What follows belongs to an exercise in optimizing a design on an open flow for small area, a short achievable clock period and few clock cycles per item; a production flow would make more cautious choices. Where RTL was checked, it was by simulation tests only, not by an equivalence proof against the original. No functional check of the RTL was part of runs 1 and 2. Power and IR drop assume default switching activity.

--- flow/constraint.sdc ---
create_clock -name core_clock -period 4.0 [get_ports {clk}]
set_input_delay 0.8000 -clock core_clock [delete_from_list [all_inputs] [get_ports {clk}]]
set_output_delay 0.8000 -clock core_clock [all_outputs]
set_load 0.01 [all_outputs]
--- flow/config.mk ---
export PLATFORM = sky130hd
export DESIGN_NAME = MUL
export DESIGN_NICKNAME = MUL
export VERILOG_FILES = /design/flow/design.v
export SDC_FILE = /design/flow/constraint.sdc
export NUM_CORES = 4
export LEC_CHECK = 0
export CAP_MARGIN = 20
export CORE_MARGIN = 2
export CORE_UTILIZATION = 40
export SETUP_SLACK_MARGIN = 1.5
export SLEW_MARGIN = 20
--- flow/run.sh ---
#!/bin/bash
# synth_recipe.tcl (not shown) runs the flow's synth.tcl, then flattens the netlist and writes it again
# the make line also repeats each setting of config.mk as NAME=value (left out here)
make -C /OpenROAD-flow-scripts/flow DESIGN_CONFIG=/design/flow/config.mk WORK_HOME=/design/flow/orfs CLKGATE_MAP_FILE= SYNTH_SCRIPT=/design/flow/synth_recipe.tcl finish
--- flow/design.v ---
module MUL #(
    parameter WIDTH = 32
) (
    input  [ 0:0] clk,
    input  [ 0:0] rst,
    input  [ 0:0] start,
    input  [31:0] a,
    input  [31:0] b,
    output [63:0] res,
    output [ 0:0] finish
);
reg  [5:0] p;
reg  [32:0] s_q, c_q;         
reg  [7:0] ls_q, lc_q;       
reg         n3_q;             
reg  [31:0] l_q;              
reg  [29:0] h_q;              
reg  [3:0] one_q, two_q, neg_q;  
reg         sgn_q;
wire first = p[0];
wire [32:0] sfb = first ? 33'h100000000 : s_q;
wire [32:0] cfb = first ? 33'h0 : c_q;
wire [32:0] am = {1'b0, a[30:0], 1'b0};    
wire [31:0] pp0;
wire [31:0] pp1;
wire [31:0] pp2;
wire [31:0] pp3;
genvar gj;
generate for (gj = 0; gj < 32; gj = gj + 1) begin : g_pp
    assign pp0[gj] = ((one_q[0] & am[gj+1]) | (two_q[0] & am[gj])) ^ neg_q[0];
    assign pp1[gj] = ((one_q[1] & am[gj+1]) | (two_q[1] & am[gj])) ^ neg_q[1];
    assign pp2[gj] = ((one_q[2] & am[gj+1]) | (two_q[2] & am[gj])) ^ neg_q[2];
    assign pp3[gj] = ((one_q[3] & am[gj+1]) | (two_q[3] & am[gj])) ^ neg_q[3];
end endgenerate
wire hs0;
wire hc0;
wire hs1;
wire hc1;
wire fs0;
wire fc0;
wire hs2;
wire hc2;
wire fs1;
wire fc1;
wire hs3;
wire hc3;
wire fs2;
wire fc2;
wire hs4;
wire hc4;
wire fs3;
wire fc3;
wire fs4;
wire fc4;
wire fs5;
wire fc5;
wire fs6;
wire fc6;
wire fs7;
wire fc7;
wire fs8;
wire fc8;
wire fs9;
wire fc9;
wire fs10;
wire fc10;
wire fs11;
wire fc11;
wire fs12;
wire fc12;
wire fs13;
wire fc13;
wire fs14;
wire fc14;
wire fs15;
wire fc15;
wire fs16;
wire fc16;
wire fs17;
wire fc17;
wire fs18;
wire fc18;
wire fs19;
wire fc19;
wire fs20;
wire fc20;
wire fs21;
wire fc21;
wire fs22;
wire fc22;
wire fs23;
wire fc23;
wire fs24;
wire fc24;
wire fs25;
wire fc25;
wire fs26;
wire fc26;
wire fs27;
wire fc27;
wire fs28;
wire fc28;
wire fs29;
wire fc29;
wire fs30;
wire fc30;
wire fs31;
wire fc31;
wire fs32;
wire fc32;
wire fs33;
wire fc33;
wire fs34;
wire fc34;
wire fs35;
wire fc35;
wire fs36;
wire fc36;
wire fs37;
wire fc37;
wire fs38;
wire fc38;
wire fs39;
wire fc39;
wire fs40;
wire fc40;
wire fs41;
wire fc41;
wire fs42;
wire fc42;
wire fs43;
wire fc43;
wire fs44;
wire fc44;
wire fs45;
wire fc45;
wire fs46;
wire fc46;
wire fs47;
wire fc47;
wire fs48;
wire fc48;
wire fs49;
wire fc49;
wire fs50;
wire fc50;
wire fs51;
wire fc51;
wire fs52;
wire fc52;
wire fs53;
wire fc53;
wire fs54;
wire fc54;
wire fs55;
wire fc55;
wire fs56;
wire fc56;
wire fs57;
wire fc57;
wire hs5;
wire hc5;
wire fs58;
wire fc58;
wire fs59;
wire fc59;
wire fs60;
wire fc60;
wire fs61;
wire fc61;
wire fs62;
wire fc62;
wire fs63;
wire fc63;
wire fs64;
wire fc64;
wire fs65;
wire fc65;
wire fs66;
wire fc66;
wire fs67;
wire fc67;
wire fs68;
wire fc68;
wire fs69;
wire fc69;
wire fs70;
wire fc70;
wire fs71;
wire fc71;
wire fs72;
wire fc72;
wire fs73;
wire fc73;
wire fs74;
wire fc74;
wire fs75;
wire fc75;
wire fs76;
wire fc76;
wire fs77;
wire fc77;
wire fs78;
wire fc78;
wire fs79;
wire fc79;
wire fs80;
wire fc80;
wire fs81;
wire fc81;
wire fs82;
wire fc82;
wire fs83;
wire fc83;
wire fs84;
wire fc84;
wire fs85;
wire fc85;
wire fs86;
wire fc86;
wire fs87;
wire fc87;
wire fs88;
wire fc88;
wire fs89;
wire fc89;
wire fs90;
wire fc90;
wire fs91;
wire fc91;
wire hs6;
wire hc6;
wire hs7;
wire hc7;
wire fs92;
wire fc92;
wire fs93;
wire fc93;
wire fs94;
wire fc94;
wire fs95;
wire fc95;
wire fs96;
wire fc96;
wire fs97;
wire fc97;
wire fs98;
wire fc98;
wire fs99;
wire fc99;
wire fs100;
wire fc100;
wire fs101;
wire fc101;
wire fs102;
wire fc102;
wire fs103;
wire fc103;
wire fs104;
wire fc104;
wire fs105;
wire fc105;
wire fs106;
wire fc106;
wire fs107;
wire fc107;
wire fs108;
wire fc108;
wire fs109;
wire fc109;
wire fs110;
wire fc110;
wire fs111;
wire fc111;
wire fs112;
wire fc112;
wire fs113;
wire fc113;
wire fs114;
wire fc114;
wire fs115;
wire fc115;
wire fs116;
wire fc116;
wire fs117;
wire fc117;
wire fs118;
wire fc118;
wire fs119;
wire fc119;
wire fs120;
wire fc120;
wire fs121;
wire fc121;
wire fs122;
wire fc122;
wire fs123;
wire fc123;
wire fs124;
wire fc124;
wire fs125;
wire fc125;
wire fs126;
wire fc126;
wire fs127;
wire fc127;
wire hs8;
wire hc8;
assign hs0 = neg_q[0] ^ sfb[0];
assign hc0 = neg_q[0] & sfb[0];
assign hs1 = sfb[1] ^ cfb[1];
assign hc1 = sfb[1] & cfb[1];
assign fs0 = neg_q[1] ^ sfb[2] ^ cfb[2];
assign fc0 = (neg_q[1] & sfb[2]) | (neg_q[1] & cfb[2]) | (sfb[2] & cfb[2]);
assign hs2 = sfb[3] ^ cfb[3];
assign hc2 = sfb[3] & cfb[3];
assign fs1 = neg_q[2] ^ sfb[4] ^ cfb[4];
assign fc1 = (neg_q[2] & sfb[4]) | (neg_q[2] & cfb[4]) | (sfb[4] & cfb[4]);
assign hs3 = pp0[4] ^ pp1[2];
assign hc3 = pp0[4] & pp1[2];
assign fs2 = sfb[5] ^ cfb[5] ^ pp0[5];
assign fc2 = (sfb[5] & cfb[5]) | (sfb[5] & pp0[5]) | (cfb[5] & pp0[5]);
assign hs4 = pp1[3] ^ pp2[1];
assign hc4 = pp1[3] & pp2[1];
assign fs3 = sfb[6] ^ cfb[6] ^ pp0[6];
assign fc3 = (sfb[6] & cfb[6]) | (sfb[6] & pp0[6]) | (cfb[6] & pp0[6]);
assign fs4 = pp1[4] ^ pp2[2] ^ pp3[0];
assign fc4 = (pp1[4] & pp2[2]) | (pp1[4] & pp3[0]) | (pp2[2] & pp3[0]);
assign fs5 = sfb[7] ^ cfb[7] ^ pp0[7];
assign fc5 = (sfb[7] & cfb[7]) | (sfb[7] & pp0[7]) | (cfb[7] & pp0[7]);
assign fs6 = pp1[5] ^ pp2[3] ^ pp3[1];
assign fc6 = (pp1[5] & pp2[3]) | (pp1[5] & pp3[1]) | (pp2[3] & pp3[1]);
assign fs7 = sfb[8] ^ cfb[8] ^ pp0[8];
assign fc7 = (sfb[8] & cfb[8]) | (sfb[8] & pp0[8]) | (cfb[8] & pp0[8]);
assign fs8 = pp1[6] ^ pp2[4] ^ pp3[2];
assign fc8 = (pp1[6] & pp2[4]) | (pp1[6] & pp3[2]) | (pp2[4] & pp3[2]);
assign fs9 = sfb[9] ^ cfb[9] ^ pp0[9];
assign fc9 = (sfb[9] & cfb[9]) | (sfb[9] & pp0[9]) | (cfb[9] & pp0[9]);
assign fs10 = pp1[7] ^ pp2[5] ^ pp3[3];
assign fc10 = (pp1[7] & pp2[5]) | (pp1[7] & pp3[3]) | (pp2[5] & pp3[3]);
assign fs11 = sfb[10] ^ cfb[10] ^ pp0[10];
assign fc11 = (sfb[10] & cfb[10]) | (sfb[10] & pp0[10]) | (cfb[10] & pp0[10]);
assign fs12 = pp1[8] ^ pp2[6] ^ pp3[4];
assign fc12 = (pp1[8] & pp2[6]) | (pp1[8] & pp3[4]) | (pp2[6] & pp3[4]);
assign fs13 = sfb[11] ^ cfb[11] ^ pp0[11];
assign fc13 = (sfb[11] & cfb[11]) | (sfb[11] & pp0[11]) | (cfb[11] & pp0[11]);
assign fs14 = pp1[9] ^ pp2[7] ^ pp3[5];
assign fc14 = (pp1[9] & pp2[7]) | (pp1[9] & pp3[5]) | (pp2[7] & pp3[5]);
assign fs15 = sfb[12] ^ cfb[12] ^ pp0[12];
assign fc15 = (sfb[12] & cfb[12]) | (sfb[12] & pp0[12]) | (cfb[12] & pp0[12]);
assign fs16 = pp1[10] ^ pp2[8] ^ pp3[6];
assign fc16 = (pp1[10] & pp2[8]) | (pp1[10] & pp3[6]) | (pp2[8] & pp3[6]);
assign fs17 = sfb[13] ^ cfb[13] ^ pp0[13];
assign fc17 = (sfb[13] & cfb[13]) | (sfb[13] & pp0[13]) | (cfb[13] & pp0[13]);
assign fs18 = pp1[11] ^ pp2[9] ^ pp3[7];
assign fc18 = (pp1[11] & pp2[9]) | (pp1[11] & pp3[7]) | (pp2[9] & pp3[7]);
assign fs19 = sfb[14] ^ cfb[14] ^ pp0[14];
assign fc19 = (sfb[14] & cfb[14]) | (sfb[14] & pp0[14]) | (cfb[14] & pp0[14]);
assign fs20 = pp1[12] ^ pp2[10] ^ pp3[8];
assign fc20 = (pp1[12] & pp2[10]) | (pp1[12] & pp3[8]) | (pp2[10] & pp3[8]);
assign fs21 = sfb[15] ^ cfb[15] ^ pp0[15];
assign fc21 = (sfb[15] & cfb[15]) | (sfb[15] & pp0[15]) | (cfb[15] & pp0[15]);
assign fs22 = pp1[13] ^ pp2[11] ^ pp3[9];
assign fc22 = (pp1[13] & pp2[11]) | (pp1[13] & pp3[9]) | (pp2[11] & pp3[9]);
assign fs23 = sfb[16] ^ cfb[16] ^ pp0[16];
assign fc23 = (sfb[16] & cfb[16]) | (sfb[16] & pp0[16]) | (cfb[16] & pp0[16]);
assign fs24 = pp1[14] ^ pp2[12] ^ pp3[10];
assign fc24 = (pp1[14] & pp2[12]) | (pp1[14] & pp3[10]) | (pp2[12] & pp3[10]);
assign fs25 = sfb[17] ^ cfb[17] ^ pp0[17];
assign fc25 = (sfb[17] & cfb[17]) | (sfb[17] & pp0[17]) | (cfb[17] & pp0[17]);
assign fs26 = pp1[15] ^ pp2[13] ^ pp3[11];
assign fc26 = (pp1[15] & pp2[13]) | (pp1[15] & pp3[11]) | (pp2[13] & pp3[11]);
assign fs27 = sfb[18] ^ cfb[18] ^ pp0[18];
assign fc27 = (sfb[18] & cfb[18]) | (sfb[18] & pp0[18]) | (cfb[18] & pp0[18]);
assign fs28 = pp1[16] ^ pp2[14] ^ pp3[12];
assign fc28 = (pp1[16] & pp2[14]) | (pp1[16] & pp3[12]) | (pp2[14] & pp3[12]);
assign fs29 = sfb[19] ^ cfb[19] ^ pp0[19];
assign fc29 = (sfb[19] & cfb[19]) | (sfb[19] & pp0[19]) | (cfb[19] & pp0[19]);
assign fs30 = pp1[17] ^ pp2[15] ^ pp3[13];
assign fc30 = (pp1[17] & pp2[15]) | (pp1[17] & pp3[13]) | (pp2[15] & pp3[13]);
assign fs31 = sfb[20] ^ cfb[20] ^ pp0[20];
assign fc31 = (sfb[20] & cfb[20]) | (sfb[20] & pp0[20]) | (cfb[20] & pp0[20]);
assign fs32 = pp1[18] ^ pp2[16] ^ pp3[14];
assign fc32 = (pp1[18] & pp2[16]) | (pp1[18] & pp3[14]) | (pp2[16] & pp3[14]);
assign fs33 = sfb[21] ^ cfb[21] ^ pp0[21];
assign fc33 = (sfb[21] & cfb[21]) | (sfb[21] & pp0[21]) | (cfb[21] & pp0[21]);
assign fs34 = pp1[19] ^ pp2[17] ^ pp3[15];
assign fc34 = (pp1[19] & pp2[17]) | (pp1[19] & pp3[15]) | (pp2[17] & pp3[15]);
assign fs35 = sfb[22] ^ cfb[22] ^ pp0[22];
assign fc35 = (sfb[22] & cfb[22]) | (sfb[22] & pp0[22]) | (cfb[22] & pp0[22]);
assign fs36 = pp1[20] ^ pp2[18] ^ pp3[16];
assign fc36 = (pp1[20] & pp2[18]) | (pp1[20] & pp3[16]) | (pp2[18] & pp3[16]);
assign fs37 = sfb[23] ^ cfb[23] ^ pp0[23];
assign fc37 = (sfb[23] & cfb[23]) | (sfb[23] & pp0[23]) | (cfb[23] & pp0[23]);
assign fs38 = pp1[21] ^ pp2[19] ^ pp3[17];
assign fc38 = (pp1[21] & pp2[19]) | (pp1[21] & pp3[17]) | (pp2[19] & pp3[17]);
assign fs39 = sfb[24] ^ cfb[24] ^ pp0[24];
assign fc39 = (sfb[24] & cfb[24]) | (sfb[24] & pp0[24]) | (cfb[24] & pp0[24]);
assign fs40 = pp1[22] ^ pp2[20] ^ pp3[18];
assign fc40 = (pp1[22] & pp2[20]) | (pp1[22] & pp3[18]) | (pp2[20] & pp3[18]);
assign fs41 = sfb[25] ^ cfb[25] ^ pp0[25];
assign fc41 = (sfb[25] & cfb[25]) | (sfb[25] & pp0[25]) | (cfb[25] & pp0[25]);
assign fs42 = pp1[23] ^ pp2[21] ^ pp3[19];
assign fc42 = (pp1[23] & pp2[21]) | (pp1[23] & pp3[19]) | (pp2[21] & pp3[19]);
assign fs43 = sfb[26] ^ cfb[26] ^ pp0[26];
assign fc43 = (sfb[26] & cfb[26]) | (sfb[26] & pp0[26]) | (cfb[26] & pp0[26]);
assign fs44 = pp1[24] ^ pp2[22] ^ pp3[20];
assign fc44 = (pp1[24] & pp2[22]) | (pp1[24] & pp3[20]) | (pp2[22] & pp3[20]);
assign fs45 = sfb[27] ^ cfb[27] ^ pp0[27];
assign fc45 = (sfb[27] & cfb[27]) | (sfb[27] & pp0[27]) | (cfb[27] & pp0[27]);
assign fs46 = pp1[25] ^ pp2[23] ^ pp3[21];
assign fc46 = (pp1[25] & pp2[23]) | (pp1[25] & pp3[21]) | (pp2[23] & pp3[21]);
assign fs47 = sfb[28] ^ cfb[28] ^ pp0[28];
assign fc47 = (sfb[28] & cfb[28]) | (sfb[28] & pp0[28]) | (cfb[28] & pp0[28]);
assign fs48 = pp1[26] ^ pp2[24] ^ pp3[22];
assign fc48 = (pp1[26] & pp2[24]) | (pp1[26] & pp3[22]) | (pp2[24] & pp3[22]);
assign fs49 = sfb[29] ^ cfb[29] ^ pp0[29];
assign fc49 = (sfb[29] & cfb[29]) | (sfb[29] & pp0[29]) | (cfb[29] & pp0[29]);
assign fs50 = pp1[27] ^ pp2[25] ^ pp3[23];
assign fc50 = (pp1[27] & pp2[25]) | (pp1[27] & pp3[23]) | (pp2[25] & pp3[23]);
assign fs51 = sfb[30] ^ cfb[30] ^ pp0[30];
assign fc51 = (sfb[30] & cfb[30]) | (sfb[30] & pp0[30]) | (cfb[30] & pp0[30]);
assign fs52 = pp1[28] ^ pp2[26] ^ pp3[24];
assign fc52 = (pp1[28] & pp2[26]) | (pp1[28] & pp3[24]) | (pp2[26] & pp3[24]);
assign fs53 = sfb[31] ^ cfb[31] ^ pp0[31];
assign fc53 = (sfb[31] & cfb[31]) | (sfb[31] & pp0[31]) | (cfb[31] & pp0[31]);
assign fs54 = pp1[29] ^ pp2[27] ^ pp3[25];
assign fc54 = (pp1[29] & pp2[27]) | (pp1[29] & pp3[25]) | (pp2[27] & pp3[25]);
assign fs55 = ~neg_q[0] ^ sfb[32] ^ cfb[32];
assign fc55 = (~neg_q[0] & sfb[32]) | (~neg_q[0] & cfb[32]) | (sfb[32] & cfb[32]);
assign fs56 = pp1[30] ^ pp2[28] ^ pp3[26];
assign fc56 = (pp1[30] & pp2[28]) | (pp1[30] & pp3[26]) | (pp2[28] & pp3[26]);
assign fs57 = 1'b1 ^ pp1[31] ^ pp2[29];
assign fc57 = (1'b1 & pp1[31]) | (1'b1 & pp2[29]) | (pp1[31] & pp2[29]);
assign hs5 = cfb[0] ^ pp0[0];
assign hc5 = cfb[0] & pp0[0];
assign fs58 = pp0[1] ^ hc0 ^ hs1;
assign fc58 = (pp0[1] & hc0) | (pp0[1] & hs1) | (hc0 & hs1);
assign fs59 = pp0[2] ^ pp1[0] ^ hc1;
assign fc59 = (pp0[2] & pp1[0]) | (pp0[2] & hc1) | (pp1[0] & hc1);
assign fs60 = pp0[3] ^ pp1[1] ^ hs2;
assign fc60 = (pp0[3] & pp1[1]) | (pp0[3] & hs2) | (pp1[1] & hs2);
assign fs61 = pp2[0] ^ hc2 ^ hs3;
assign fc61 = (pp2[0] & hc2) | (pp2[0] & hs3) | (hc2 & hs3);
assign fs62 = hc3 ^ hs4 ^ fc1;
assign fc62 = (hc3 & hs4) | (hc3 & fc1) | (hs4 & fc1);
assign fs63 = hc4 ^ fc2 ^ fs3;
assign fc63 = (hc4 & fc2) | (hc4 & fs3) | (fc2 & fs3);
assign fs64 = fc3 ^ fc4 ^ fs5;
assign fc64 = (fc3 & fc4) | (fc3 & fs5) | (fc4 & fs5);
assign fs65 = fc5 ^ fc6 ^ fs7;
assign fc65 = (fc5 & fc6) | (fc5 & fs7) | (fc6 & fs7);
assign fs66 = fc7 ^ fc8 ^ fs9;
assign fc66 = (fc7 & fc8) | (fc7 & fs9) | (fc8 & fs9);
assign fs67 = fc9 ^ fc10 ^ fs11;
assign fc67 = (fc9 & fc10) | (fc9 & fs11) | (fc10 & fs11);
assign fs68 = fc11 ^ fc12 ^ fs13;
assign fc68 = (fc11 & fc12) | (fc11 & fs13) | (fc12 & fs13);
assign fs69 = fc13 ^ fc14 ^ fs15;
assign fc69 = (fc13 & fc14) | (fc13 & fs15) | (fc14 & fs15);
assign fs70 = fc15 ^ fc16 ^ fs17;
assign fc70 = (fc15 & fc16) | (fc15 & fs17) | (fc16 & fs17);
assign fs71 = fc17 ^ fc18 ^ fs19;
assign fc71 = (fc17 & fc18) | (fc17 & fs19) | (fc18 & fs19);
assign fs72 = fc19 ^ fc20 ^ fs21;
assign fc72 = (fc19 & fc20) | (fc19 & fs21) | (fc20 & fs21);
assign fs73 = fc21 ^ fc22 ^ fs23;
assign fc73 = (fc21 & fc22) | (fc21 & fs23) | (fc22 & fs23);
assign fs74 = fc23 ^ fc24 ^ fs25;
assign fc74 = (fc23 & fc24) | (fc23 & fs25) | (fc24 & fs25);
assign fs75 = fc25 ^ fc26 ^ fs27;
assign fc75 = (fc25 & fc26) | (fc25 & fs27) | (fc26 & fs27);
assign fs76 = fc27 ^ fc28 ^ fs29;
assign fc76 = (fc27 & fc28) | (fc27 & fs29) | (fc28 & fs29);
assign fs77 = fc29 ^ fc30 ^ fs31;
assign fc77 = (fc29 & fc30) | (fc29 & fs31) | (fc30 & fs31);
assign fs78 = fc31 ^ fc32 ^ fs33;
assign fc78 = (fc31 & fc32) | (fc31 & fs33) | (fc32 & fs33);
assign fs79 = fc33 ^ fc34 ^ fs35;
assign fc79 = (fc33 & fc34) | (fc33 & fs35) | (fc34 & fs35);
assign fs80 = fc35 ^ fc36 ^ fs37;
assign fc80 = (fc35 & fc36) | (fc35 & fs37) | (fc36 & fs37);
assign fs81 = fc37 ^ fc38 ^ fs39;
assign fc81 = (fc37 & fc38) | (fc37 & fs39) | (fc38 & fs39);
assign fs82 = fc39 ^ fc40 ^ fs41;
assign fc82 = (fc39 & fc40) | (fc39 & fs41) | (fc40 & fs41);
assign fs83 = fc41 ^ fc42 ^ fs43;
assign fc83 = (fc41 & fc42) | (fc41 & fs43) | (fc42 & fs43);
assign fs84 = fc43 ^ fc44 ^ fs45;
assign fc84 = (fc43 & fc44) | (fc43 & fs45) | (fc44 & fs45);
assign fs85 = fc45 ^ fc46 ^ fs47;
assign fc85 = (fc45 & fc46) | (fc45 & fs47) | (fc46 & fs47);
assign fs86 = fc47 ^ fc48 ^ fs49;
assign fc86 = (fc47 & fc48) | (fc47 & fs49) | (fc48 & fs49);
assign fs87 = fc49 ^ fc50 ^ fs51;
assign fc87 = (fc49 & fc50) | (fc49 & fs51) | (fc50 & fs51);
assign fs88 = fc51 ^ fc52 ^ fs53;
assign fc88 = (fc51 & fc52) | (fc51 & fs53) | (fc52 & fs53);
assign fs89 = fc53 ^ fc54 ^ fs55;
assign fc89 = (fc53 & fc54) | (fc53 & fs55) | (fc54 & fs55);
assign fs90 = pp3[27] ^ fc55 ^ fc56;
assign fc90 = (pp3[27] & fc55) | (pp3[27] & fc56) | (fc55 & fc56);
assign fs91 = ~neg_q[1] ^ pp2[30] ^ pp3[28];
assign fc91 = (~neg_q[1] & pp2[30]) | (~neg_q[1] & pp3[28]) | (pp2[30] & pp3[28]);
assign hs6 = 1'b1 ^ pp2[31];
assign hc6 = 1'b1 & pp2[31];
assign hs7 = hs0 ^ hs5;
assign hc7 = hs0 & hs5;
assign fs92 = hc5 ^ lowc[1] ^ fs58;
assign fc92 = (hc5 & lowc[1]) | (hc5 & fs58) | (lowc[1] & fs58);
assign fs93 = fs0 ^ fc58 ^ fs59;
assign fc93 = (fs0 & fc58) | (fs0 & fs59) | (fc58 & fs59);
assign fs94 = fc0 ^ fc59 ^ fs60;
assign fc94 = (fc0 & fc59) | (fc0 & fs60) | (fc59 & fs60);
assign fs95 = fs1 ^ fc60 ^ fs61;
assign fc95 = (fs1 & fc60) | (fs1 & fs61) | (fc60 & fs61);
assign fs96 = fs2 ^ fc61 ^ fs62;
assign fc96 = (fs2 & fc61) | (fs2 & fs62) | (fc61 & fs62);
assign fs97 = fs4 ^ fc62 ^ fs63;
assign fc97 = (fs4 & fc62) | (fs4 & fs63) | (fc62 & fs63);
assign fs98 = fs6 ^ fc63 ^ fs64;
assign fc98 = (fs6 & fc63) | (fs6 & fs64) | (fc63 & fs64);
assign fs99 = fs8 ^ fc64 ^ fs65;
assign fc99 = (fs8 & fc64) | (fs8 & fs65) | (fc64 & fs65);
assign fs100 = fs10 ^ fc65 ^ fs66;
assign fc100 = (fs10 & fc65) | (fs10 & fs66) | (fc65 & fs66);
assign fs101 = fs12 ^ fc66 ^ fs67;
assign fc101 = (fs12 & fc66) | (fs12 & fs67) | (fc66 & fs67);
assign fs102 = fs14 ^ fc67 ^ fs68;
assign fc102 = (fs14 & fc67) | (fs14 & fs68) | (fc67 & fs68);
assign fs103 = fs16 ^ fc68 ^ fs69;
assign fc103 = (fs16 & fc68) | (fs16 & fs69) | (fc68 & fs69);
assign fs104 = fs18 ^ fc69 ^ fs70;
assign fc104 = (fs18 & fc69) | (fs18 & fs70) | (fc69 & fs70);
assign fs105 = fs20 ^ fc70 ^ fs71;
assign fc105 = (fs20 & fc70) | (fs20 & fs71) | (fc70 & fs71);
assign fs106 = fs22 ^ fc71 ^ fs72;
assign fc106 = (fs22 & fc71) | (fs22 & fs72) | (fc71 & fs72);
assign fs107 = fs24 ^ fc72 ^ fs73;
assign fc107 = (fs24 & fc72) | (fs24 & fs73) | (fc72 & fs73);
assign fs108 = fs26 ^ fc73 ^ fs74;
assign fc108 = (fs26 & fc73) | (fs26 & fs74) | (fc73 & fs74);
assign fs109 = fs28 ^ fc74 ^ fs75;
assign fc109 = (fs28 & fc74) | (fs28 & fs75) | (fc74 & fs75);
assign fs110 = fs30 ^ fc75 ^ fs76;
assign fc110 = (fs30 & fc75) | (fs30 & fs76) | (fc75 & fs76);
assign fs111 = fs32 ^ fc76 ^ fs77;
assign fc111 = (fs32 & fc76) | (fs32 & fs77) | (fc76 & fs77);
assign fs112 = fs34 ^ fc77 ^ fs78;
assign fc112 = (fs34 & fc77) | (fs34 & fs78) | (fc77 & fs78);
assign fs113 = fs36 ^ fc78 ^ fs79;
assign fc113 = (fs36 & fc78) | (fs36 & fs79) | (fc78 & fs79);
assign fs114 = fs38 ^ fc79 ^ fs80;
assign fc114 = (fs38 & fc79) | (fs38 & fs80) | (fc79 & fs80);
assign fs115 = fs40 ^ fc80 ^ fs81;
assign fc115 = (fs40 & fc80) | (fs40 & fs81) | (fc80 & fs81);
assign fs116 = fs42 ^ fc81 ^ fs82;
assign fc116 = (fs42 & fc81) | (fs42 & fs82) | (fc81 & fs82);
assign fs117 = fs44 ^ fc82 ^ fs83;
assign fc117 = (fs44 & fc82) | (fs44 & fs83) | (fc82 & fs83);
assign fs118 = fs46 ^ fc83 ^ fs84;
assign fc118 = (fs46 & fc83) | (fs46 & fs84) | (fc83 & fs84);
assign fs119 = fs48 ^ fc84 ^ fs85;
assign fc119 = (fs48 & fc84) | (fs48 & fs85) | (fc84 & fs85);
assign fs120 = fs50 ^ fc85 ^ fs86;
assign fc120 = (fs50 & fc85) | (fs50 & fs86) | (fc85 & fs86);
assign fs121 = fs52 ^ fc86 ^ fs87;
assign fc121 = (fs52 & fc86) | (fs52 & fs87) | (fc86 & fs87);
assign fs122 = fs54 ^ fc87 ^ fs88;
assign fc122 = (fs54 & fc87) | (fs54 & fs88) | (fc87 & fs88);
assign fs123 = fs56 ^ fs89 ^ fc88;
assign fc123 = (fs56 & fs89) | (fs56 & fc88) | (fs89 & fc88);
assign fs124 = fs57 ^ fc89 ^ fs90;
assign fc124 = (fs57 & fc89) | (fs57 & fs90) | (fc89 & fs90);
assign fs125 = fc57 ^ fs91 ^ fc90;
assign fc125 = (fc57 & fs91) | (fc57 & fc90) | (fs91 & fc90);
assign fs126 = pp3[29] ^ hs6 ^ fc91;
assign fc126 = (pp3[29] & hs6) | (pp3[29] & fc91) | (hs6 & fc91);
assign fs127 = ~neg_q[2] ^ pp3[30] ^ hc6;
assign fc127 = (~neg_q[2] & pp3[30]) | (~neg_q[2] & hc6) | (pp3[30] & hc6);
assign hs8 = 1'b1 ^ pp3[31];
assign hc8 = 1'b1 & pp3[31];
wire [32:0] s_t = {1'b0, 1'b1, hc8, fc127, fc126, fc125, fc124, fc123, fc122, fc121, fc120, fc119, fc118, fc117, fc116, fc115, fc114, fc113, fc112, fc111, fc110, fc109, fc108, fc107, fc106, fc105, fc104, fc103, fc102, fc101, fc100, fc99, fc98};
wire [32:0] c_t = {1'b0, 1'b0, ~neg_q[3], hs8, fs127, fs126, fs125, fs124, fs123, fs122, fs121, fs120, fs119, fs118, fs117, fs116, fs115, fs114, fs113, fs112, fs111, fs110, fs109, fs108, fs107, fs106, fs105, fs104, fs103, fs102, fs101, fs100, fs99};
wire [7:0] ls_t = {fc97, fc96, fc95, fc94, fc93, fc92, hc7, hs7};
wire [7:0] lc_t = {fs98, fs97, fs96, fs95, fs94, fs93, fs92, lowc[0]};
wire [9:0] low = {2'b0, ls_q} + {2'b0, lc_q} + {2'b0, n3_q, 6'b0};
wire [1:0] lowc = low[9:8] & {2{~first}};
wire [37:0] fin = {s_q[29:0], ls_q} + {c_q[29:0], lc_q};
wire [32:0] bm = {1'b0, b[30:0], 1'b0};    
wire [8:0] w0 = bm[8:0];
wire [8:0] w1 = bm[16:8];
wire [8:0] w2 = bm[24:16];
wire [8:0] w3 = bm[32:24];
wire [8:0] wn = ({9{~|p[2:0]}} & w0) |
                  ({9{p[0]}} & w1) |
                  ({9{p[1]}} & w2) |
                  ({9{p[2]}} & w3);
wire [3:0] one_n, two_n, neg_n;
generate for (gj = 0; gj < 4; gj = gj + 1) begin : g_enc
    assign one_n[gj] = wn[2*gj+1] ^ wn[2*gj];
    assign two_n[gj] = (wn[2*gj+2] & ~wn[2*gj+1] & ~wn[2*gj]) | (~wn[2*gj+2] & wn[2*gj+1] & wn[2*gj]);
    assign neg_n[gj] = wn[2*gj+2];
end endgenerate
always @(posedge clk) begin
    if (rst)
        p <= 6'b0;
    else
        p <= {p[4:0], start};
    one_q <= one_n;
    two_q <= two_n;
    neg_q <= neg_n;
    s_q   <= s_t;
    c_q   <= c_t;
    ls_q  <= ls_t;
    lc_q  <= lc_t;
    n3_q  <= neg_q[3];
    l_q   <= {low[7:0], l_q[31:8]};
    h_q   <= fin[37:8];
    sgn_q <= a[31] ^ b[31];
end
assign finish = p[5];
assign res = {sgn_q, 1'b0, h_q, l_q};
endmodule
==> flow_summary.yaml, run 1 <==
worst_hold_path:
  min_from: "l_q[22]$_DFF_P_"
  min_to: "l_q[14]$_DFF_P_"
  whs_path_depth: 0
  hp-class: "flop to flop"
sta:
  setup_violations: 0
  final.min_clock_period_ps: 2620
  rsz0062_at_grt: "true"
  hold_violations: 0
  fin_crit_sh_pct: 65.5
  tightest_slew_ps: 508
  fmax_ghz: 0.381
  slew_violations: 0
  fin_worst_skew_ps: 13.4
  relSlewSlack_pct: 66.1
  setup_tns_ps: 0
power_and_ir_drop:
  p_leak_nw: 6.09
  ir_drop_v: 0.000416
  powerDensity_mw_per_mm2: 987
floorplan:
  pin_count: 132
  die_x_um: 176
  die_h_um: 176
  fp-row-count: 62
  initial_core_util_pct: 40.8
  dieArea_mm2: 0.0308
  core_mm2: 0.0289
synth:
  synth_compound_area_share_pct: 15.8
  syn_inst: 1215
  async_reset_ff_share_pct: 0
  synth_top_cell_area_share_pct: 27.2
  synthAdderAreaFrac_pct: 28.1
  yosys.area_share.simple_pct: 8.64
  synth_area_mm2: 0.0118
  avgSynthCellArea_um2: 9.69
  synth_area_leaders: "dfxtp_1 (27%), fa_1 (22%), xnor2_1 (10%)"
  synth_top_family_by_area: "adder cells"
  ys.flop_type: "dfxtp_1"
  yosysUniqueCellTypes: 64
  yosys_warnings: 1
  muxShareOfSynthArea_pct: 0.276
  synth_edf_count: 0
  synth_fp_nets: 1466
  ys_seq_area_share_pct: 27.2
  synth-seq-cells: 160
  yosysTopAreaCell: "dfxtp_1"
  synthXorXnorAreaFrac_pct: 12.4
grt:
  grt_use_total_pct: 21.4
  antenna_found_initial: 0
  grt_pass1_wl_um: 51100
  overflow: 0
  grt_pass1_vias: 9292
  grt_max_degree: 35
drt:
  wire_per_inst_um: 19.2
  drc_errors: 0
  first_iter_violations: 707
  dr.pass1.iters: 5
  vias: 9049
  postRouteAntennaNets: 0
  routed_via_density: 5.30
  drt_wl_total_um: 32700
outcome:
  outcome: "finished clean"
clock_tree:
  clock-sinks: 160
  h-tree-depth: 4
  cts_tree: "yes"
  cts_buffer_depth: 2
  clk_pin_slew_ps: 70
  root_buffer: "clkbuf_16"
  clkLatencyLatePin_ps: 450
  cts_buffers: 17
finish:
  most-common-layout-cells: "dfxtp_1 (145), xnor2_1 (116), nand2_1 (111), inv_1 (111), clkdlybuf4s50_1 (99)"
  areaGrowthSynthToFinish_pct: 27.5
  final_common_cell: "dfxtp_1"
  num-nets-final: 1560
  drive_gt1_share_pct: 22.5
  antenna_cells: 0
  final_util_pct: 52.0
run:
  max-cap-violations: 0
critical_path:
  reg2reg_depth: 13
  endpoint_kind: "flop"
  reg2reg_slack_ps: 1380
  critPathMaxFanout: 2
  reg2reg_from: "ls_q[1]$_DFF_P_"
  cp.required_ps: 4350
  r2r-end: "lc_q[1]$_DFF_P_"
  start_kind: "flop"
  crit_type: "flop to flop"
  arrival_ps: 2970
place:
  gp_congestion: 0.855
  port_buffers: 130
  hpwl_um: 23600
## state kept, by name, indices dropped and copies added (netlist names)
register,cells
l_q,32
c_q,31
s_q,31
h_q,30
lc_q,8
ls_q,8
p,6
neg_q,4
one_q,4
two_q,4
n3_q,1
sgn_q,1
## cell type report
cell class | instances | area [µm²]
repair buffers | 170 | 1750
fillers | 2655 | 13800
multi-input cells | 838 | 8440
clock inverters | 15 | 188
flip-flops and latches | 160 | 3240
repair inverters | 1 | 8.76
well taps | 384 | 480
clock buffers | 17 | 425
inverters | 121 | 472
## report_power, final
group | internal [mW] | switching [mW]
Clock | 0.901 | 0.806
Sequential | 2.59 | 0.449
Combinational | 4.52 | 5.55
## timing repair
item                                    in CTS  in global routing
hold buffers                                 0                  0
gates cloned                                 7                  2
gates resized for setup                    258                 68
buffers inserted                             9                  6
pin swaps                                   58                 60
endpoints found under the setup margin      73                 50
## worst max-delay path, stage by stage (launching register included)
cell and delay, ps:
dfxtp_2 340, ha_4 280, ha_4 130, inv_2 30
fa_2 340, o21bai_1 210, a21oi_2 90, nor2b_1 120
o21ai_1 70, nand2b_1 110, maj3_2 200, nand3_2 70
fa_1 500, inv_1 40
## how the worst max path moves through the flow
stage | from | depth (start not counted) | end
final | ls_q[1]$_DFF_P_ | 13 | lc_q[1]$_DFF_P_
after global routing | ls_q[1]$_DFF_P_ | 13 | lc_q[1]$_DFF_P_
after CTS | lc_q[1]$_DFF_P_ | 13 | lc_q[1]$_DFF_P_
after detailed placement | a[8] | 7 | c_q[1]$_DFF_P_
after global placement | a[8] | 7 | c_q[1]$_DFF_P_
after floorplan | a[28] | 7 | c_q[21]$_DFF_P_
## cell usage after synthesis, types with 3 or more instances
| cell | number |
|---|---|
| xnor2_1 | 141 |
| a221o_1 | 7 |
| inv_1 | 119 |
| a22oi_1 | 121 |
| dfxtp_1 | 160 |
| o21ai_1 | 3 |
| nor2_1 | 32 |
| a31oi_1 | 7 |
| clkbuf_1 | 42 |
| a21oi_2 | 4 |
| nand3_1 | 11 |
| xor2_1 | 25 |
| o211ai_1 | 3 |
| a21o_1 | 8 |
| clkbuf_2 | 23 |
| a21oi_1 | 45 |
| buf_6 | 4 |
| o21ai_0 | 32 |
| ha_1 | 53 |
| nand4_1 | 13 |
| nor3_1 | 9 |
| o21bai_1 | 9 |
| nand3b_1 | 3 |
| o21a_1 | 6 |
| o31ai_1 | 5 |
| fa_1 | 131 |
| nor2b_1 | 21 |
| buf_1 | 18 |
| nand2_1 | 111 |
| buf_4 | 4 |
| buf_2 | 5 |
## through the flow
stage	hold WS [ps]	std cells	power [mW]	setup slack (ps)	instance area, µm²
2_1_floorplan	329	1215	9.60	1220	12400
3_3_place_gp	330	1650	12.2	474	13500
3_5_place_dp	335	1650	12.5	425	13500
4_1_cts	351	1698	14.6	1380	14600
5_1_grt	359	1706	16.2	1250	15000
6_report	349	1706	14.8	1380	15000
## cell families (layout without fill, tap and decap cells)
family,after synthesis,in the layout
AO/OA/AOI/OAI,266,266
AND/OR/NAND/NOR,216,216
multiplexers,3,3
flip-flops,160,160
adder cells (fa/ha/maj),186,186
other,1,1
buffers and inverters,217,324
XOR/XNOR,166,166
## per-layer routing
metal  routed length [µm]  share of wire (%)  global-route usage (%)
met2                14900                 46                    34.0
met1                14600                 45                    29.4
met4                  998                3.1                    7.40
met5                    0                  0                       0
met3                 2210                6.8                    3.98
==> run 2, diff against run 1 <==
--- a/flow/config.mk
+++ b/flow/config.mk
@@ -7,2 +7,3 @@
 export LEC_CHECK = 0
+export ABC_CLOCK_PERIOD_IN_PS = 2000
 export CAP_MARGIN = 20
==> run 2 against run 1 <==
Critical path depth stayed put. Highest routed layer unchanged. Final area did not move. Worst hold slack is the same. Sequential cell count stayed put. Total power unchanged. Critical path type unchanged.
==> flow_summary.yaml, run 2 <==
drt:
  first_iter_violations: 707
  dr.pass1.iters: 5
  routed_via_density: 5.30
  vias: 9049
  drt_wl_total_um: 32700
  wire_per_inst_um: 19.2
  postRouteAntennaNets: 0
  drc_errors: 0
synth:
  synth_fp_nets: 1466
  async_reset_ff_share_pct: 0
  avgSynthCellArea_um2: 9.69
  syn_inst: 1215
  ys_top_cells_by_count: "dfxtp_1 (160), xnor2_1 (141), fa_1 (131), a22oi_1 (121), inv_1 (119)"
  yosys_warnings: 1
  yosysTopAreaCell: "dfxtp_1"
  synth-seq-cells: 160
  synth_edf_count: 0
  synth_area_mm2: 0.0118
  yosysUniqueCellTypes: 64
  synth_top_cell_area_share_pct: 27.2
  ys.flop_type: "dfxtp_1"
  ys_seq_area_share_pct: 27.2
  synth_area_leaders: "dfxtp_1 (27%), fa_1 (22%), xnor2_1 (10%)"
  synthMostInstantiatedCell: "dfxtp_1"
critical_path:
  cp.required_ps: 4350
  critPathMaxFanout: 2
  max_stage_delay_ps: 500
  reg2reg_depth: 13
  crit_type: "flop to flop"
  r2r-end: "lc_q[1]$_DFF_P_"
  cp-endpoint: "lc_q[1]$_DFF_P_"
  cp.buffers_inverters: 2
  critPathLaunch: "ls_q[1]$_DFF_P_"
  cp_num_cells: 13
  start_kind: "flop"
  path_cells: "ha_4 > ha_4 > inv_2 > fa_2 > o21bai_1 > a21oi_2 > nor2b_1 > o21ai_1 > nand2b_1 > maj3_2 > nand3_2 > fa_1 > inv_1"
  endpoint_kind: "flop"
  cpMostUsedCell: "ha_4"
  reg2reg_slack_ps: 1380
  arrival_ps: 2970
  slowest_stage: "fa_1"
  reg2reg_from: "ls_q[1]$_DFF_P_"
  crit_family: "adder cells"
clock_tree:
  cts_buffer_depth: 2
  clock-sinks: 160
  cts_buffers: 17
  clkLatencyLatePin_ps: 450
  root_buffer: "clkbuf_16"
  ctsHoldBuffers: 0
  cts_tree: "yes"
  clk_pin_slew_ps: 70
  h-tree-depth: 4
power_and_ir_drop:
  ir_drop_v: 0.000416
  powerDensity_mw_per_mm2: 987
  p_leak_nw: 6.09
finish:
  fill_cells: 2655
  num-nets-final: 1560
  most-common-layout-cells: "dfxtp_1 (145), xnor2_1 (116), nand2_1 (111), inv_1 (111), clkdlybuf4s50_1 (99)"
  multi_input_area_mm2: 0.00844
  final_common_cell: "dfxtp_1"
  areaGrowthSynthToFinish_pct: 27.5
  final_util_pct: 52.0
  antenna_cells: 0
  drive_gt1_share_pct: 22.5
  fin_cells: 1706
  largest_register_ff_count: 32
  top_regs: "l_q: 32 flops, c_q: 31 flops, s_q: 31 flops"
  top_register: "l_q"
  seqCellArea_mm2: 0.00324
sta:
  setup_tns_ps: 0
  fin_ws_ps: 1380
  final.min_clock_period_ps: 2620
  tightest_slew_ps: 508
  slew_violations: 0
  rsz0062_at_grt: "true"
  setup_violations: 0
  fin_worst_skew_ps: 13.4
  relSlewSlack_pct: 66.1
  fin_crit_sh_pct: 65.5
  hold_violations: 0
  fmax_ghz: 0.381
worst_hold_path:
  hp-class: "flop to flop"
grt:
  overflow: 0
  grt_use_total_pct: 21.4
  grt_pass1_vias: 9292
  grt_pass1_wl_um: 51100
  antenna_found_initial: 0
  grt_max_degree: 35
place:
  gp_congestion: 0.855
  dp_cells: 1650
  post-place-ws_ps: 425
  port_buffers: 130
  hpwl_um: 23600
run:
  max-cap-violations: 0
floorplan:
  pin_count: 132
  core_mm2: 0.0289
  die_h_um: 176
  initial_core_util_pct: 40.8
  die_x_um: 176
  fp-row-count: 62
  dieArea_mm2: 0.0308
outcome:
  outcome: "finished clean"
==> run 2: cell counts after synthesis <==
Identical to the previous run, type by type.
==> run 2: cell families (layout without fill, tap and decap cells) <==
group	after synthesis	count (layout)	share of synthesized area (%)
AO/OA/AOI/OAI	266	266	15.8
buffers and inverters	217	324	7.60
AND/OR/NAND/NOR	216	216	8.64
adder cells (fa/ha/maj)	186	186	28.1
XOR/XNOR	166	166	12.4
flip-flops	160	160	27.2
multiplexers	3	3	0.276
other	1	1	0.0319
==> run 2: worst min-delay path by stage <==
stage                     start              end  slack, ps  cells past startpoint
3_3_place_gp     l_q[8]$_DFF_P_   l_q[0]$_DFF_P_        330                      0
5_1_grt         l_q[25]$_DFF_P_  l_q[17]$_DFF_P_        360                      0
2_1_floorplan  neg_q[3]$_DFF_P_     n3_q$_DFF_P_        330                      0
6_report        l_q[22]$_DFF_P_  l_q[14]$_DFF_P_        350                      0
3_5_place_dp    l_q[22]$_DFF_P_  l_q[14]$_DFF_P_        340                      0
4_1_cts         l_q[22]$_DFF_P_  l_q[14]$_DFF_P_        350                      0
==> run 2: final cells by class <==
class	instances	share of cell area, %
repair inverters	1	0.0583
flip-flops and latches	160	21.6
well taps	384	3.20
multi-input cells	838	56.2
clock buffers	17	2.83
inverters	121	3.14
repair buffers	170	11.7
clock inverters	15	1.25
==> run 2: timing repair <==
item                                    CTS  global route
endpoints found under the setup margin   73            50
gates cloned                              7             2
pin swaps                                58            60
setup buffers                             9             6
resized for setup                       258            68
hold endpoints to repair                  0             0
==> run 2: where the power goes <==
group	switching, mW	internal (mW)
registers	0.449	2.59
logic	5.55	4.52
clock network	0.806	0.901
total	6.81	8.01
==> run 2: through the flow <==
step | hold slack, ps | area, µm² | power (mW)
after floorplan | 329 | 12400 | 9.60
after global placement | 330 | 13500 | 12.2
after detailed placement | 335 | 13500 | 12.5
after CTS | 351 | 14600 | 14.6
after global routing | 359 | 15000 | 16.2
final | 349 | 15000 | 14.8
==> run 2: metal layers <==
layer | up-vias | global-route usage [%] | share of wire, %
li1 | 4230 | - | -
met1 | 4390 | 29.4 | 45
met2 | 372 | 34.0 | 46
met3 | 57 | 3.98 | 6.8
met4 | 0 | 7.40 | 3.1
met5 | - | 0 | 0
==> run 3, diff against run 2 <==
--- a/flow/design.v
+++ b/flow/design.v
@@ -34,2 +34,4 @@
 end endgenerate
+wire fs0;
+wire fc0;
 wire hs0;
@@ -38,14 +40,10 @@
 wire hc1;
-wire fs0;
-wire fc0;
-wire hs2;
-wire hc2;
 wire fs1;
 wire fc1;
-wire hs3;
-wire hc3;
+wire hs2;
+wire hc2;
 wire fs2;
 wire fc2;
-wire hs4;
-wire hc4;
+wire hs3;
+wire hc3;
 wire fs3;
@@ -160,4 +158,4 @@
 wire fc57;
-wire hs5;
-wire hc5;
+wire hs4;
+wire hc4;
 wire fs58;
@@ -230,6 +228,6 @@
 wire fc91;
+wire hs5;
+wire hc5;
 wire hs6;
 wire hc6;
-wire hs7;
-wire hc7;
 wire fs92;
@@ -306,20 +304,18 @@
 wire fc127;
-wire hs8;
-wire hc8;
-assign hs0 = neg_q[0] ^ sfb[0];
-assign hc0 = neg_q[0] & sfb[0];
-assign hs1 = sfb[1] ^ cfb[1];
-assign hc1 = sfb[1] & cfb[1];
-assign fs0 = neg_q[1] ^ sfb[2] ^ cfb[2];
-assign fc0 = (neg_q[1] & sfb[2]) | (neg_q[1] & cfb[2]) | (sfb[2] & cfb[2]);
-assign hs2 = sfb[3] ^ cfb[3];
-assign hc2 = sfb[3] & cfb[3];
+wire hs7;
+wire hc7;
+assign fs0 = neg_q[0] ^ sfb[0] ^ cfb[0];
+assign fc0 = (neg_q[0] & sfb[0]) | (neg_q[0] & cfb[0]) | (sfb[0] & cfb[0]);
+assign hs0 = neg_q[1] ^ sfb[2];
+assign hc0 = neg_q[1] & sfb[2];
+assign hs1 = sfb[3] ^ cfb[3];
+assign hc1 = sfb[3] & cfb[3];
 assign fs1 = neg_q[2] ^ sfb[4] ^ cfb[4];
 assign fc1 = (neg_q[2] & sfb[4]) | (neg_q[2] & cfb[4]) | (sfb[4] & cfb[4]);
-assign hs3 = pp0[4] ^ pp1[2];
-assign hc3 = pp0[4] & pp1[2];
+assign hs2 = pp0[4] ^ pp1[2];
+assign hc2 = pp0[4] & pp1[2];
 assign fs2 = sfb[5] ^ cfb[5] ^ pp0[5];
 assign fc2 = (sfb[5] & cfb[5]) | (sfb[5] & pp0[5]) | (cfb[5] & pp0[5]);
-assign hs4 = pp1[3] ^ pp2[1];
-assign hc4 = pp1[3] & pp2[1];
+assign hs3 = pp1[3] ^ pp2[1];
+assign hc3 = pp1[3] & pp2[1];
 assign fs3 = sfb[6] ^ cfb[6] ^ pp0[6];
@@ -434,16 +430,16 @@
 assign fc57 = (1'b1 & pp1[31]) | (1'b1 & pp2[29]) | (pp1[31] & pp2[29]);
-assign hs5 = cfb[0] ^ pp0[0];
-assign hc5 = cfb[0] & pp0[0];
-assign fs58 = pp0[1] ^ hc0 ^ hs1;
-assign fc58 = (pp0[1] & hc0) | (pp0[1] & hs1) | (hc0 & hs1);
-assign fs59 = pp0[2] ^ pp1[0] ^ hc1;
-assign fc59 = (pp0[2] & pp1[0]) | (pp0[2] & hc1) | (pp1[0] & hc1);
-assign fs60 = pp0[3] ^ pp1[1] ^ hs2;
-assign fc60 = (pp0[3] & pp1[1]) | (pp0[3] & hs2) | (pp1[1] & hs2);
-assign fs61 = pp2[0] ^ hc2 ^ hs3;
-assign fc61 = (pp2[0] & hc2) | (pp2[0] & hs3) | (hc2 & hs3);
-assign fs62 = hc3 ^ hs4 ^ fc1;
-assign fc62 = (hc3 & hs4) | (hc3 & fc1) | (hs4 & fc1);
-assign fs63 = hc4 ^ fc2 ^ fs3;
-assign fc63 = (hc4 & fc2) | (hc4 & fs3) | (fc2 & fs3);
+assign hs4 = pp0[0] ^ lowc[0];
+assign hc4 = pp0[0] & lowc[0];
+assign fs58 = sfb[1] ^ cfb[1] ^ pp0[1];
+assign fc58 = (sfb[1] & cfb[1]) | (sfb[1] & pp0[1]) | (cfb[1] & pp0[1]);
+assign fs59 = cfb[2] ^ pp0[2] ^ pp1[0];
+assign fc59 = (cfb[2] & pp0[2]) | (cfb[2] & pp1[0]) | (pp0[2] & pp1[0]);
+assign fs60 = pp0[3] ^ pp1[1] ^ hc0;
+assign fc60 = (pp0[3] & pp1[1]) | (pp0[3] & hc0) | (pp1[1] & hc0);
+assign fs61 = pp2[0] ^ hc1 ^ hs2;
+assign fc61 = (pp2[0] & hc1) | (pp2[0] & hs2) | (hc1 & hs2);
+assign fs62 = hc2 ^ hs3 ^ fc1;
+assign fc62 = (hc2 & hs3) | (hc2 & fc1) | (hs3 & fc1);
+assign fs63 = hc3 ^ fc2 ^ fs3;
+assign fc63 = (hc3 & fc2) | (hc3 & fs3) | (fc2 & fs3);
 assign fs64 = fc3 ^ fc4 ^ fs5;
@@ -504,12 +500,12 @@
 assign fc91 = (~neg_q[1] & pp2[30]) | (~neg_q[1] & pp3[28]) | (pp2[30] & pp3[28]);
-assign hs6 = 1'b1 ^ pp2[31];
-assign hc6 = 1'b1 & pp2[31];
-assign hs7 = hs0 ^ hs5;
-assign hc7 = hs0 & hs5;
-assign fs92 = hc5 ^ lowc[1] ^ fs58;
-assign fc92 = (hc5 & lowc[1]) | (hc5 & fs58) | (lowc[1] & fs58);
-assign fs93 = fs0 ^ fc58 ^ fs59;
-assign fc93 = (fs0 & fc58) | (fs0 & fs59) | (fc58 & fs59);
-assign fs94 = fc0 ^ fc59 ^ fs60;
-assign fc94 = (fc0 & fc59) | (fc0 & fs60) | (fc59 & fs60);
+assign hs5 = 1'b1 ^ pp2[31];
+assign hc5 = 1'b1 & pp2[31];
+assign hs6 = lowc[1] ^ fs0;
+assign hc6 = lowc[1] & fs0;
+assign fs92 = fc0 ^ fs58 ^ hc4;
+assign fc92 = (fc0 & fs58) | (fc0 & hc4) | (fs58 & hc4);
+assign fs93 = hs0 ^ fc58 ^ fs59;
+assign fc93 = (hs0 & fc58) | (hs0 & fs59) | (fc58 & fs59);
+assign fs94 = hs1 ^ fc59 ^ fs60;
+assign fc94 = (hs1 & fc59) | (hs1 & fs60) | (fc59 & fs60);
 assign fs95 = fs1 ^ fc60 ^ fs61;
@@ -576,14 +572,15 @@
 assign fc125 = (fc57 & fs91) | (fc57 & fc90) | (fs91 & fc90);
-assign fs126 = pp3[29] ^ hs6 ^ fc91;
-assign fc126 = (pp3[29] & hs6) | (pp3[29] & fc91) | (hs6 & fc91);
-assign fs127 = ~neg_q[2] ^ pp3[30] ^ hc6;
-assign fc127 = (~neg_q[2] & pp3[30]) | (~neg_q[2] & hc6) | (pp3[30] & hc6);
-assign hs8 = 1'b1 ^ pp3[31];
-assign hc8 = 1'b1 & pp3[31];
-wire [32:0] s_t = {1'b0, 1'b1, hc8, fc127, fc126, fc125, fc124, fc123, fc122, fc121, fc120, fc119, fc118, fc117, fc116, fc115, fc114, fc113, fc112, fc111, fc110, fc109, fc108, fc107, fc106, fc105, fc104, fc103, fc102, fc101, fc100, fc99, fc98};
-wire [32:0] c_t = {1'b0, 1'b0, ~neg_q[3], hs8, fs127, fs126, fs125, fs124, fs123, fs122, fs121, fs120, fs119, fs118, fs117, fs116, fs115, fs114, fs113, fs112, fs111, fs110, fs109, fs108, fs107, fs106, fs105, fs104, fs103, fs102, fs101, fs100, fs99};
-wire [7:0] ls_t = {fc97, fc96, fc95, fc94, fc93, fc92, hc7, hs7};
-wire [7:0] lc_t = {fs98, fs97, fs96, fs95, fs94, fs93, fs92, lowc[0]};
-wire [9:0] low = {2'b0, ls_q} + {2'b0, lc_q} + {2'b0, n3_q, 6'b0};
-wire [1:0] lowc = low[9:8] & {2{~first}};
+assign fs126 = pp3[29] ^ hs5 ^ fc91;
+assign fc126 = (pp3[29] & hs5) | (pp3[29] & fc91) | (hs5 & fc91);
+assign fs127 = ~neg_q[2] ^ pp3[30] ^ hc5;
+assign fc127 = (~neg_q[2] & pp3[30]) | (~neg_q[2] & hc5) | (pp3[30] & hc5);
+assign hs7 = 1'b1 ^ pp3[31];
+assign hc7 = 1'b1 & pp3[31];
+wire [32:0] s_t = {1'b0, 1'b1, hc7, fc127, fc126, fc125, fc124, fc123, fc122, fc121, fc120, fc119, fc118, fc117, fc116, fc115, fc114, fc113, fc112, fc111, fc110, fc109, fc108, fc107, fc106, fc105, fc104, fc103, fc102, fc101, fc100, fc99, fc98};
+wire [32:0] c_t = {1'b0, 1'b0, ~neg_q[3], hs7, fs127, fs126, fs125, fs124, fs123, fs122, fs121, fs120, fs119, fs118, fs117, fs116, fs115, fs114, fs113, fs112, fs111, fs110, fs109, fs108, fs107, fs106, fs105, fs104, fs103, fs102, fs101, fs100, fs99};
+wire [7:0] ls_t = {fc97, fc96, fc95, fc94, fc93, fc92, hc6, hs6};
+wire [7:0] lc_t = {fs98, fs97, fs96, fs95, fs94, fs93, fs92, hs4};
+wire [8:0] u = {1'b0, ls_q} + {1'b0, lc_q};
+wire [7:0] low = {u[7] ^ (u[6] & n3_q), u[6] ^ n3_q, u[5:0]};
+wire [1:0] lowc = {u[7] & u[6] & n3_q, u[8]} & {2{~first}};
 wire [37:0] fin = {s_q[29:0], ls_q} + {c_q[29:0], lc_q};
--- a/flow/config.mk
+++ b/flow/config.mk
@@ -7,3 +7,2 @@
 export LEC_CHECK = 0
-export ABC_CLOCK_PERIOD_IN_PS = 2000
 export CAP_MARGIN = 20
@@ -11,3 +10,3 @@
 export CORE_UTILIZATION = 40
-export SETUP_SLACK_MARGIN = 1.5
+export SETUP_SLACK_MARGIN = 2.0
 export SLEW_MARGIN = 20
==> run 3 against run 2 <==
Combinational power up 12%. Synthesized area decreased by 3.8%. Core utilization increased by 4.8 points. Clock power about the same.
==> flow_summary.yaml, run 3 <==
sta:
  setup_tns_ps: 0
  rsz0062_at_grt: "true"
  fmax_ghz: 0.396
  tightest_slew_ps: 525
  slew_violations: 0
  fin_crit_sh_pct: 63.1
  relSlewSlack_pct: 65.0
  final.min_clock_period_ps: 2520
  fin_worst_skew_ps: 16.1
  hold_violations: 0
  setup_violations: 0
critical_path:
  critPathLaunch: "one_q[0]$_DFF_P_"
  endpoint_kind: "flop"
  path_cells: "buf_12 > a22oi_2 > xnor2_2 > fa_2 > fa_1 > inv_1 > fa_2"
  reg2reg_slack_ps: 1480
  critPathMaxFanout: 16
  crit_family: "adder cells"
  slowest_stage: "fa_2"
  max_stage_delay_ps: 510
  cpMostUsedCell: "fa_2"
  cp.buffers_inverters: 2
  cp_num_cells: 7
  start_kind: "flop"
  cp-endpoint: "c_q[22]$_DFF_P_"
  reg2reg_depth: 7
  arrival_ps: 2920
  crit_type: "flop to flop"
  r2r-end: "c_q[22]$_DFF_P_"
  reg2reg_from: "one_q[0]$_DFF_P_"
  cp.required_ps: 4390
synth:
  synth_edf_count: 0
  synth-seq-cells: 160
  synth_fp_nets: 1392
  synth_area_mm2: 0.0113
  yosysTopAreaCell: "dfxtp_1"
  ys_top_cells_by_count: "dfxtp_1 (160), xnor2_1 (145), fa_1 (125), a22oi_1 (120), inv_1 (108)"
  yosys_warnings: 1
  synthMostInstantiatedCell: "dfxtp_1"
  async_reset_ff_share_pct: 0
  syn_inst: 1153
  yosysUniqueCellTypes: 63
  synth_area_leaders: "dfxtp_1 (28%), fa_1 (22%), xnor2_1 (11%)"
  ys_seq_area_share_pct: 28.3
  avgSynthCellArea_um2: 9.83
  ys.flop_type: "dfxtp_1"
  synth_top_cell_area_share_pct: 28.3
grt:
  antenna_found_initial: 5
  grtUsageMet1_pct: 28.9
  grt_pass1_vias: 9305
  grt_use_total_pct: 23.0
  grt_max_degree: 36
  met3_usage_pct: 3.55
  globalRouteMet2Util_pct: 40.8
  grt_pass1_wl_um: 51600
  top_usage_layer: "met2"
  overflow: 0
power_and_ir_drop:
  p_leak_nw: 6.55
  ir_drop_v: 0.000370
  total_power_mw: 16.1
  p_seq_share_pct: 19.3
  switchingPower_mw: 7.27
  clkPwrFrac_pct: 10.6
  p_int_mw: 8.88
  powerDensity_mw_per_mm2: 1020
  switching_share_pct: 45.0
  combinationalPowerShare_pct: 70.1
finish:
  num-nets-final: 1535
  areaGrowthSynthToFinish_pct: 39.8
  fin_cells: 1691
  top_register: "l_q"
  drive_gt1_share_pct: 34.9
  largest_register_ff_count: 32
  final_common_cell: "dfxtp_1"
  top_regs: "l_q: 32 flops, c_q: 31 flops, s_q: 31 flops"
  final_util_pct: 56.8
  most-common-layout-cells: "dfxtp_1 (135), xnor2_1 (103), nand2_1 (100)"
floorplan:
  die_h_um: 172
  core_mm2: 0.0279
  pin_count: 132
  initial_core_util_pct: 40.7
  fp-row-count: 61
  dieArea_mm2: 0.0297
  die_x_um: 172
drt:
  routed_via_density: 5.29
  postRouteAntennaNets: 0
  wire_per_inst_um: 19.9
  vias: 8947
  first_iter_violations: 561
  drc_errors: 0
  dr.pass1.iters: 5
  drt_wl_total_um: 33600
outcome:
  outcome: "finished clean"
place:
  hpwl_um: 22800
  dp_cells: 1584
  gp_congestion: 0.857
  port_buffers: 130
clock_tree:
  ctsHoldBuffers: 0
  clkLatencyLatePin_ps: 440
  clk_pin_slew_ps: 80
  cts_buffer_depth: 2
  cts_tree: "yes"
  cts_buffers: 17
  root_buffer: "clkbuf_16"
  clock-sinks: 160
  h-tree-depth: 4
worst_hold_path:
  hp-class: "flop to flop"
run:
  max-cap-violations: 0
## run 3: cell families after synthesis
group	Yosys count	share of synthesized area, %
buffers and inverters	204	7.21
AND/OR/NAND/NOR	186	7.51
multiplexers	1	0.0994
AO/OA/AOI/OAI	259	16.4
flip-flops	160	28.3
adder cells (fa/ha/maj)	172	27.3
other	1	0.0331
XOR/XNOR	170	13.1
## run 3: worst reg2reg max path, cell delays in order, from the launching register on
cell,delay (ps)
dfxtp_4,380
buf_12,160
a22oi_2,240
xnor2_2,150
fa_2,490
fa_1,500
inv_1,50
fa_2,510
## run 3: layout make-up
type | count | area (µm²)
multi-input cells | 789 | 8770
repair buffers | 218 | 2250
clock buffers | 17 | 425
clock inverters | 15 | 211
fillers | 2377 | 12000
diodes | 4 | 10.0
repair inverters | 1 | 3.75
well taps | 378 | 473
flip-flops and latches | 160 | 3270
inverters | 109 | 420
## run 3: repair_timing
item / 4_1_cts / 5_1_grt
hold endpoints to repair: 0 / 0
gates cloned: 8 / 5
setup endpoints to repair: 163 / 100
gates resized for setup: 428 / 103
pin swaps: 121 / 79
buffers inserted: 34 / 24
## run 3: how the worst min path moves through the flow
| stage | startpoint | endpoint | slack, ps | cells past startpoint |
|---|---|---|---|---|
| global route | l_q[29]$_DFF_P_ | l_q[21]$_DFF_P_ | 350 | 0 |
| detailed placement | l_q[23]$_DFF_P_ | l_q[15]$_DFF_P_ | 340 | 0 |
| global placement | l_q[22]$_DFF_P_ | l_q[14]$_DFF_P_ | 330 | 0 |
| CTS | l_q[29]$_DFF_P_ | l_q[21]$_DFF_P_ | 350 | 0 |
| finish | l_q[29]$_DFF_P_ | l_q[21]$_DFF_P_ | 340 | 0 |
| floorplan | neg_q[3]$_DFF_P_ | n3_q$_DFF_P_ | 330 | 0 |
## run 3: power groups by stage
| stage | Clock [mW] | Combinational, mW | Sequential (mW) |
|---|---|---|---|
| 5_1_grt | 1.82 | 12.6 | 3.21 |
| 3_5_place_dp | 0 | 9.28 | 3.08 |
| 3_3_place_gp | 0 | 9.01 | 3.07 |
| 6_report | 1.72 | 11.3 | 3.12 |
| 2_1_floorplan | 0 | 6.29 | 3.08 |
| 4_1_cts | 1.75 | 10.5 | 3.10 |
## run 3: per-layer routing
metal | part of all wire [%] | up-vias
met2 | 50 | 268
met5 | 0.021 | -
met4 | 2.8 | 2
met1 | 42 | 4489
met3 | 5.0 | 65
li1 | - | 4123
## run 3: through the flow
stage / setup WS [ps] / area, µm² / hold WS [ps]
finish: 1480 / 15800 / 344
global route: 1410 / 15800 / 353
CTS: 1490 / 15100 / 347
detailed placement: 473 / 13200 / 337
global placement: 490 / 13200 / 332
floorplan: 1210 / 12200 / 329
Testbench counts of run 3, summed over its fixed seeds: cycles 5,376, items 768.
==> run 4, diff against run 3 <==
--- a/flow/config.mk
+++ b/flow/config.mk
@@ -10,3 +10,3 @@
 export CORE_UTILIZATION = 40
-export SETUP_SLACK_MARGIN = 2.0
+export SETUP_SLACK_MARGIN = 0.9
 export SLEW_MARGIN = 20
==> run 4 against run 3 <==
Still clean on timing, DRC and antenna. Worst hold slack gained 3.2 ps. Sequential cell count is the same. Clock skew grew 1.2 ps. Clock power shrank 3%. Routed wire length shrank 15%. Combinational power shrank 24%. Critical path type is now primary input to flop. Largest power group unchanged.
==> flow_summary.yaml, run 4 <==
critical_path:
  slowest_stage: "clkdlybuf4s50_1"
  critPathMaxFanout: 8
  max_stage_delay_ps: 710
  endpoint_kind: "flop"
  reg2reg_from: "neg_q[0]$_DFF_P_"
  start_kind: "primary input"
  path_cells: "clkdlybuf4s50_1 > a22oi_1 > xnor2_1 > fa_1 > fa_1 > inv_1 > fa_1"
  crit_type: "primary input to flop"
  cpMostUsedCell: "fa_1"
  arrival_ps: 3350
  cp.buffers_inverters: 2
  critPathLaunch: "a[18]"
  crit_family: "adder cells"
drt:
  wire_per_inst_um: 17.8
  dr.pass1.iters: 5
  vias: 8377
  drt_wl_total_um: 28700
  first_iter_violations: 733
  routed_via_density: 5.19
  postRouteAntennaNets: 0
  drc_errors: 0
run:
  max-cap-violations: 0
sta:
  setup_violations: 0
  slew_violations: 0
  relSlewSlack_pct: 34.0
  setup_tns_ps: 0
  fin_crit_sh_pct: 76.0
  hold_ws_ps: 347
  fin_worst_skew_ps: 17.3
  final.min_clock_period_ps: 3040
  fmax_ghz: 0.329
  rsz0062_at_grt: "false"
  hold_violations: 0
  tightest_slew_ps: 990
grt:
  antenna_found_initial: 2
  grt_use_total_pct: 20.5
  grt_max_degree: 45
  grt_pass1_wl_um: 46600
  overflow: 0
place:
  dp_cells: 1581
  port_buffers: 130
  gp_congestion: 0.817
  hpwl_um: 22100
clock_tree:
  cts_tree: "yes"
  clkLatencyLatePin_ps: 440
  ctsHoldBuffers: 0
  cts_buffers: 17
  root_buffer: "clkbuf_16"
  clk_pin_slew_ps: 70
  post_cts_buffers: 0
  h-tree-depth: 4
  cts_buffer_depth: 2
  clock-sinks: 160
power_and_ir_drop:
  switchingPower_mw: 6.07
  p_seq_share_pct: 23.1
  total_power_mw: 13.4
  powerDensity_mw_per_mm2: 993
  p_leak_nw: 5.67
  p_int_mw: 7.29
  clkPwrFrac_pct: 12.5
  switching_share_pct: 45.4
  ir_drop_v: 0.000518
  combinationalPowerShare_pct: 64.5
floorplan:
  die_h_um: 172
  initial_core_util_pct: 40.7
  dieArea_mm2: 0.0297
  core_mm2: 0.0279
  fp-row-count: 61
  pin_count: 132
  die_x_um: 172
finish:
  fill_cells: 2632
  fin_cells: 1614
  areaGrowthSynthToFinish_pct: 18.8
  num-nets-final: 1461
  drive_gt1_share_pct: 5.75
  final_common_cell: "dfxtp_1"
  top_register: "l_q"
  top_regs: "l_q: 32 flops, c_q: 31 flops, s_q: 31 flops"
  most-common-layout-cells: "dfxtp_1 (157), xnor2_1 (145), fa_1 (125), clkdlybuf4s50_1 (125), a22oi_1 (120)"
  final_util_pct: 48.3
synth:
  synth_area_mm2: 0.0113
  synthXorXnorAreaFrac_pct: 13.1
  synth_fp_nets: 1392
  synth_edf_count: 0
  yosysTopAreaCell: "dfxtp_1"
  ys_top_cells_by_count: "dfxtp_1 (160), xnor2_1 (145), fa_1 (125), a22oi_1 (120), inv_1 (108)"
  synth_top_cell_area_share_pct: 28.3
  ys.flop_type: "dfxtp_1"
  synth-seq-cells: 160
  yosys.area_share.simple_pct: 7.51
  synthAdderAreaFrac_pct: 27.3
  synth_compound_area_share_pct: 16.4
  muxShareOfSynthArea_pct: 0.0994
  synth_area_leaders: "dfxtp_1 (28%), fa_1 (22%), xnor2_1 (11%)"
  syn_inst: 1153
  synthMostInstantiatedCell: "dfxtp_1"
  yosys_warnings: 1
  avgSynthCellArea_um2: 9.83
  async_reset_ff_share_pct: 0
  yosysUniqueCellTypes: 63
worst_hold_path:
  min_from: "l_q[24]$_DFF_P_"
outcome:
  outcome: "finished clean"
-- run 4: cell counts after synthesis --
Identical to the previous run, type by type.
-- run 4: final timing paths --
check / depth (start not counted) / slack [ps] / end
max reg2reg: 7 / 1100 / c_q[7]$_DFF_P_
min: 0 / 350 / l_q[16]$_DFF_P_
max: 7 / 960 / c_q[11]$_DFF_P_
min reg2reg: 0 / 350 / l_q[16]$_DFF_P_
-- run 4: cell families after synthesis --
family | after synthesis
XOR/XNOR | 170
flip-flops | 160
AND/OR/NAND/NOR | 186
AO/OA/AOI/OAI | 259
other | 1
buffers and inverters | 204
adder cells (fa/ha/maj) | 172
multiplexers | 1
-- run 4: cell type report --
cell class              count  area [µm²]  share of cell area (%)
diodes                      1        2.50                  0.0186
clock buffers              17         425                    3.16
clock inverters            15         176                    1.31
inverters                 109         409                    3.04
multi-input cells         789        7310                    54.3
flip-flops and latches    160        3210                    23.8
well taps                 378         473                    3.51
repair buffers            145        1450                    10.8
-- run 4: stage by stage --
stage               instance area [µm²]  setup WS [ps]
floorplan                         11300           1060
global placement                  12800            494
detailed placement                12800            466
CTS                               13400            934
global route                      13500            906
finish                            13500            959
-- run 4: power by group through the flow --
stage               Sequential [mW]  Combinational, mW  Clock [mW]
finish                         3.08               8.61        1.66
global route                   3.16               9.85        1.78
CTS                            3.10               8.71        1.72
detailed placement             3.13               8.64           0
global placement               3.13               8.41           0
floorplan                      3.05               5.93           0
-- run 4: worst reg2reg max path, cell delays in order (launching register included) --
cell and delay (ps):
dfxtp_1 510, clkinv_1 110, buf_4 330, xnor2_1 350, fa_1 480, fa_1 520, inv_1 60, fa_1 430
-- run 4: per-layer routing --
layer  global-route usage (%)  share of wire (%)  up-vias
met4                     5.99                2.1        2
met5                        0              0.038        -
li1                         -                  -     3972
met3                     2.91                4.8       37
met2                     35.1                 49      263
met1                     27.0                 44     4103
-- run 4: repair_timing --
item | in CTS | in global routing
endpoints found under the hold margin | 0 | 0
endpoints found under the setup margin | 0 | 7
gates resized for setup | 0 | 6
